This is an optimization exercise on Yosys and OpenROAD, whose aim is small area and a short achievable clock period, not a production implementation. Only simulation tests tie the RTL to the original design; equivalence was not proved. Power is estimated from default activity; no workload was simulated.

Setup of job 4881:
Design MAC, start of the top module:
module MAC(
	clk,
	rst_n,
	in_valid,
	in_mode,
	in_act,
	in_wgt,
	out_act_idx,
	out_wgt_idx,
	out_idx,
	out_valid,
	out_data,
	out_finish
);
Size in the first run: roughly 3600 cells after synthesis, ~180 I/O pins, about 41000 µm² of cells after synthesis.
Settings: LEC_CHECK=0, CAP_MARGIN=20, CORE_MARGIN=2, CORE_UTILIZATION=40, SETUP_SLACK_MARGIN=4.0, SLEW_MARGIN=20; clock period 8.4 ns.
standard.sh (not shown) runs the stock make flow with config.mk's settings and CLKGATE_MAP_FILE= SYNTH_SCRIPT=/design/flow/synth_recipe.tcl, a recipe that flattens the netlist after the stock synthesis.
==> flow/flow/run.sh <==
#!/bin/bash
# Layout flow: the standard flow, except that synthesis skips Yosys's early
# "abc -fast" pass (SYNTH_ARGS=-noabc), so the full adders the RTL spells out
# map to full-adder cells without inverters between them. The registers keep
# the standard synthesis's instance names and cell types: the standard
# synthesis is run first for reference, and if the two differ in anything but
# the names, its netlist is used unchanged. Ports are buffered with buf_2 rather
# than the delay cell buffer_ports picks by default. Each step logs to a file here.
set -u
RES=$PWD/orfs/results/$FLOW_PLATFORM/MAC/base

bash standard.sh synth > 1_synth_standard.log 2>&1 || exit 1
cp "$RES/1_2_yosys.v" standard_netlist.v

bash standard.sh clean_synth > 1_clean.log 2>&1
if SYNTH_ARGS=-noabc bash standard.sh "$RES/1_2_yosys.v" > 1_synth_noabc.log 2>&1 &&
   python3 flow/match_regs.py standard_netlist.v "$RES/1_2_yosys.v" > 1_match_regs.log 2>&1; then
  echo "using the netlist synthesized without the early ABC pass" >> 1_match_regs.log
else
  echo "falling back to the standard netlist" >> 1_match_regs.log
  bash standard.sh clean_synth >> 1_clean.log 2>&1
  bash standard.sh synth > 1_synth_standard2.log 2>&1 || exit 1
fi

export BUFFER_PORTS_ARGS="-buffer_cell sky130_fd_sc_hd__buf_2"
bash standard.sh > 2_layout.log 2>&1
Other scripts of this flow, unchanged in this note and not shown: flow/flow/match_regs.py
Job 4881 completed; timing, DRC and antenna clean
#### Input delta (job 4505 over job 4881)
# job 4881
export LEC_CHECK = 0
export CAP_MARGIN = 20
export CORE_MARGIN = 2
export CORE_UTILIZATION = 40
export SETUP_SLACK_MARGIN = 4.0
export SLEW_MARGIN = 20
create_clock -name core_clock -period 8.4 [get_ports {clk}]
# job 4505
export LEC_CHECK = 0
export ABC_AREA = 1
export CAP_MARGIN = 20
export CORE_MARGIN = 2
export CORE_UTILIZATION = 40
export CTS_BUF_LIST = sky130_fd_sc_hd__clkbuf_8
export SETUP_SLACK_MARGIN = 4.0
export SLEW_MARGIN = 20
create_clock -name core_clock -period 8.4 [get_ports {clk}]
Findings:
Looking at job 4505 and job 4881, the post-CTS clock slew at the launch and capture registers of the worst setup and hold paths is a wash. Power grows slightly when moving from job 4881 to job 4505. A cell at the slowest stage of the critical path of sky130_fd_sc_hd__fa_1 is what job 4505 shows, while sky130_fd_sc_hd__dfxtp_4 belongs to job 4881. On relative area change from synthesis to final layout, job 4505 and job 4881 are basically level. met3 track demand over resource in global routing sits higher in job 4505 than in job 4881.
#### Input delta (job 8784 over job 4505)
# job 4505
export LEC_CHECK = 0
export ABC_AREA = 1
export CAP_MARGIN = 20
export CORE_MARGIN = 2
export CORE_UTILIZATION = 40
export CTS_BUF_LIST = sky130_fd_sc_hd__clkbuf_8
export SETUP_SLACK_MARGIN = 4.0
export SLEW_MARGIN = 20
create_clock -name core_clock -period 8.4 [get_ports {clk}]
# job 8784
export LEC_CHECK = 0
export CAP_MARGIN = 20
export CORE_MARGIN = 2
export CORE_UTILIZATION = 40
export CTS_BUF_LIST = sky130_fd_sc_hd__clkbuf_8
export SETUP_SLACK_MARGIN = 3.8
export SLEW_MARGIN = 20
create_clock -name core_clock -period 8.4 [get_ports {clk}]
--- outcome ---
Sort job 8784 and job 4505 by worst path arrival time, descending, and job 8784 comes first.
Compared with job 4505, first-iteration DRC count in job 8784 decreased by a few percent.
Summary: with job 4505 as the reference, cell area after layout in job 8784 moved down by a few percent.
Relative to job 4505, flip-flop and latch share of the layout cell area increased by 0.77 points in job 8784.
Via count (job 8784 over job 4505): decrease, about 5%
The largest net degree at the start of global routing reported for job 8784 is greater than that of job 4505 by 56%.
Setup changes, job 8784 to job 3394
# job 8784
export LEC_CHECK = 0
export CAP_MARGIN = 20
export CORE_MARGIN = 2
export CORE_UTILIZATION = 40
export CTS_BUF_LIST = sky130_fd_sc_hd__clkbuf_8
export SETUP_SLACK_MARGIN = 3.8
export SLEW_MARGIN = 20
create_clock -name core_clock -period 8.4 [get_ports {clk}]
# job 3394
export LEC_CHECK = 0
export CAP_MARGIN = 20
export CORE_MARGIN = 2
export CORE_UTILIZATION = 40
export CTS_BUF_LIST = sky130_fd_sc_hd__clkbuf_8
export SETUP_SLACK_MARGIN = 4.0
export SLEW_MARGIN = 20
create_clock -name core_clock -period 8.4 [get_ports {clk}]
### Flow results
Summary of job 3394 over job 8784: internal cell power increased by 0.097 mW relative to the old numbers; cell count went up; combinational share of power went up 0.9 points. Compared with job 8784, job 3394 shows number of vias in the routed layout higher by 3.4%. When job 3394 is set beside job 8784, its length of the first detailed-routing pass in iterations turns out to be 1 larger. Reported for job 3394 and job 8784, synthesized area turned out identical to the last digit. Between job 3394 and job 8784, post-layout worst setup margin is lower for job 8784, job 3394 comes in above that. Higher number of gates resized after cts among job 3394 and job 8784: job 3394. Relative to job 8784, ratio of routed vias to standard cells increased by about 2% in job 3394. Any difference in worst vdd rail ir drop between job 8784 and job 3394 is small enough to ignore.

* * *

Starting RTL as in the previous note.
Design MAC, start of the top module:
module MAC(
	clk,
	rst_n,
	in_valid,
	in_mode,
	in_act,
	in_wgt,
	out_act_idx,
	out_wgt_idx,
	out_idx,
	out_valid,
	out_data,
	out_finish
);
input clk, rst_n, in_valid, in_mode;
input [0:7][3:0] in_act;
input [0:8][3:0] in_wgt;
output logic [3:0] out_act_idx, out_wgt_idx, out_idx;
output logic out_valid, out_finish;
output logic [0:7][11:0] out_data;
logic cs, mode;
logic [3:0] cnt;
logic [2:0] out_cnt;
assign out_act_idx = cnt;
assign out_cnt = mode ? (cnt[2:0] - 3'd2) : cnt[2:0];
always @(posedge clk or negedge rst_n) begin
	if (!rst_n) out_wgt_idx <= 4'd1;
	else out_wgt_idx <= in_valid ? 4'd1 : cnt + 4'd2;
end
always @(posedge clk or negedge rst_n) begin
	if (!rst_n) begin
		cs <= 1'b0;
		mode <= 1'b0;
		cnt <= 4'd0;
		out_valid <= 1'b0;
		out_finish <= 1'b0;
	end else begin
		if (in_valid) cs <= 1'b1;
		else if (out_finish) cs <= 1'b0;
		if (in_valid) mode <= in_mode;
		cnt <= in_valid ? 4'd0 : cnt + 4'd1;
		out_valid <= !in_valid && cs && (mode ? (cnt >= 4'd2 && cnt <= 4'd9) : cnt[3]);
		out_finish <= out_valid && (out_cnt == 3'd7);
	end
end
always @(posedge clk) begin
	out_idx <= {~mode, out_cnt};
end
logic mode_nx, pad_top, pad_bot;
assign mode_nx = in_valid ? in_mode : mode;    
assign pad_top = mode_nx & (cnt == 4'd1);
assign pad_bot = mode_nx & (cnt == 4'd8);
logic [0:7][3:0] wr;
always @(posedge clk) begin
	for (integer x = 0; x < 8; x = x + 1) begin
		if ((x < 3 && pad_top) || (x >= 6 && pad_bot)) wr[x] <= 4'hf;
		else wr[x] <= ~in_wgt[x];
	end
end
logic csel;
assign csel = mode;
wire [0:7][3:0] act_n = ~in_act;
logic [0:8][3:0] a0;    
logic [0:8][3:0] a1;    
logic [0:8][3:0] a2;    
logic [0:8][3:0] a3;    
logic [0:8][3:0] a4;    
logic [0:8][3:0] a5;    
logic [0:8][3:0] a6;    
logic [0:8][3:0] a7;    
wire ld0 = csel | (cnt == 4'd0);
always @(posedge clk) begin
	if (ld0) a0[0] <= csel ? act_n[1] : act_n[0];
	if (ld0) a0[1] <= csel ? a0[4] : act_n[1];
	if (ld0) a0[2] <= csel ? a0[5] : act_n[2];
  ...
export LEC_CHECK = 0
export CAP_MARGIN = 20
export CORE_MARGIN = 2
export CORE_UTILIZATION = 40
export CTS_CLUSTER_DIAMETER = 150
export CTS_CLUSTER_SIZE = 20
export SETUP_SLACK_MARGIN = 4.2
export SLEW_MARGIN = 20
create_clock -name core_clock -period 8.4 [get_ports {clk}]
==> flow/flow/match_regs.py <==
#!/usr/bin/env python3
"""Give the registers of a netlist the instance names of a reference netlist.

usage: match_regs.py REF.v NET.v

Both netlists come from the same RTL; register instance names have the form
<register bit>$<Yosys flip-flop type>, and the type part can differ between two
syntheses (an enable or reset absorbed with the other polarity). Each register
of NET.v is renamed to the reference register with the same register bit. NET.v
is rewritten only if both hold the same register bits in the same cell types;
otherwise the script exits with status 1 and leaves NET.v alone.
"""
import re
import sys

INST = re.compile(r'^(\s*)(sky130_fd_sc_hd__\w+)(\s+)(\S+)(\s*\()')
SEQ = re.compile(r'sky130_fd_sc_hd__(df|edf|sdf|dl)')


def regs(lines):
    found = {}
    for k, line in enumerate(lines):
        m = INST.match(line)
        if not m or not SEQ.match(m.group(2)):
            continue
        name = m.group(4)
        plain = name[1:] if name.startswith('\\') else name
        cut = plain.rfind('$_')
        base = plain[:cut] if cut >= 0 else plain
        if base in found:
            raise SystemExit(f"two registers share the bit name {base}")
        found[base] = (m.group(2), name, k)
    return found


def main():
    ref_lines = open(sys.argv[1]).read().split('\n')
    net_lines = open(sys.argv[2]).read().split('\n')
    ref, net = regs(ref_lines), regs(net_lines)
    if set(ref) != set(net):
        print("register bits differ:", sorted(set(ref) ^ set(net))[:20])
        return 1
    bad = [b for b in ref if ref[b][0] != net[b][0]]
    if bad:
        print("cell types differ:", [(b, ref[b][0], net[b][0]) for b in bad[:20]])
        return 1
    renamed = 0
    for b, (cell, name, k) in net.items():
        new = ref[b][1]
        if new != name:
            m = INST.match(net_lines[k])
            net_lines[k] = m.group(1) + cell + m.group(3) + new + \
                (' ' if new.startswith('\\') and not m.group(5).startswith(' ') else '') + \
                m.group(5) + net_lines[k][m.end():]
            renamed += 1
    open(sys.argv[2], 'w').write('\n'.join(net_lines))
    print(f"{len(net)} registers, {renamed} renamed")
    return 0


if __name__ == '__main__':
    sys.exit(main())
Scripts as last shown in full above: flow/flow/run.sh
==> next run, changes <==
--- a/flow/config.mk
+++ b/flow/config.mk
@@ -10,5 +10,5 @@
 export CORE_UTILIZATION = 40
-export CTS_CLUSTER_DIAMETER = 150
-export CTS_CLUSTER_SIZE = 20
-export SETUP_SLACK_MARGIN = 4.2
+export CTS_BUF_LIST = sky130_fd_sc_hd__clkbuf_8
+export PLACE_DENSITY = 0.7
+export SETUP_SLACK_MARGIN = 4.0
 export SLEW_MARGIN = 20
Outcome:
- core utilization decreases by 2.0 points
- clock skew is higher by 0.019 ns
- fmax went down by 4.6%
- clock power came out higher by 43%
- non-clock buffer count shrinks by 126
- via count came out lower by 3.0%
==> next run, changes <==
--- a/flow/config.mk
+++ b/flow/config.mk
@@ -10,4 +10,4 @@
 export CORE_UTILIZATION = 40
-export CTS_BUF_LIST = sky130_fd_sc_hd__clkbuf_8
-export PLACE_DENSITY = 0.7
+export CTS_CLUSTER_DIAMETER = 150
+export CTS_CLUSTER_SIZE = 20
 export SETUP_SLACK_MARGIN = 4.0
Outcome:
- power fell by 4.0%
- setup slack improves by 0.079 ns
- non-clock buffer count fell by 3
- routed wire length barely changes

-- afterwards: timing with drivers on the ports --
Ports are ideal in the flow. The routed layouts listed here were re-timed in OpenROAD.
Step 1 (the two cells are an assumption about what drives the block):
set clk [get_ports {clk}]
set_driving_cell -lib_cell sky130_fd_sc_hd__clkbuf_16 $clk
set_driving_cell -lib_cell sky130_fd_sc_hd__buf_2 [delete_from_list [all_inputs] $clk]
Step 2 moves the port delays by t, midway between the first and last clock arrival at a register: inputs arrive t later, outputs are due t later. That takes back most of the time a late clock gives input paths.
Three values: ideal ports, drivers, drivers and shift; two values: the first two.
| run | shift t [ns] | setup WS [ns] | latest minus earliest clock arrival (ns) | slew at the worst register clock pin (ns) |
|---|---|---|---|---|
| job 4881 | 0.710 | 4.061 / 4.061 / 4.061 | 0.024 / 0.024 | 0.07 / 0.07 |
| job 4505 | 0.776 | 4.019 / 4.019 / 4.019 | 0.052 / 0.051 | 0.07 / 0.07 |
| job 8784 | 0.780 | 3.856 / 3.856 / 3.856 | 0.043 / 0.044 | 0.07 / 0.07 |
| job 3394 | 0.790 | 4.053 / 4.053 / 4.053 | 0.053 / 0.053 | 0.07 / 0.07 |
| the first run of note 2 | 0.694 | 4.183 / 4.183 / 4.183 | 0.023 / 0.023 | 0.10 / 0.10 |
| the second run of note 2 | 0.772 | 3.980 / 3.980 / 3.980 | 0.041 / 0.041 | 0.07 / 0.07 |
| the third run of note 2 | 0.691 | 4.058 / 4.058 / 4.058 | 0.047 / 0.047 | 0.11 / 0.11 |
After both steps setup and hold are still met in every run listed.
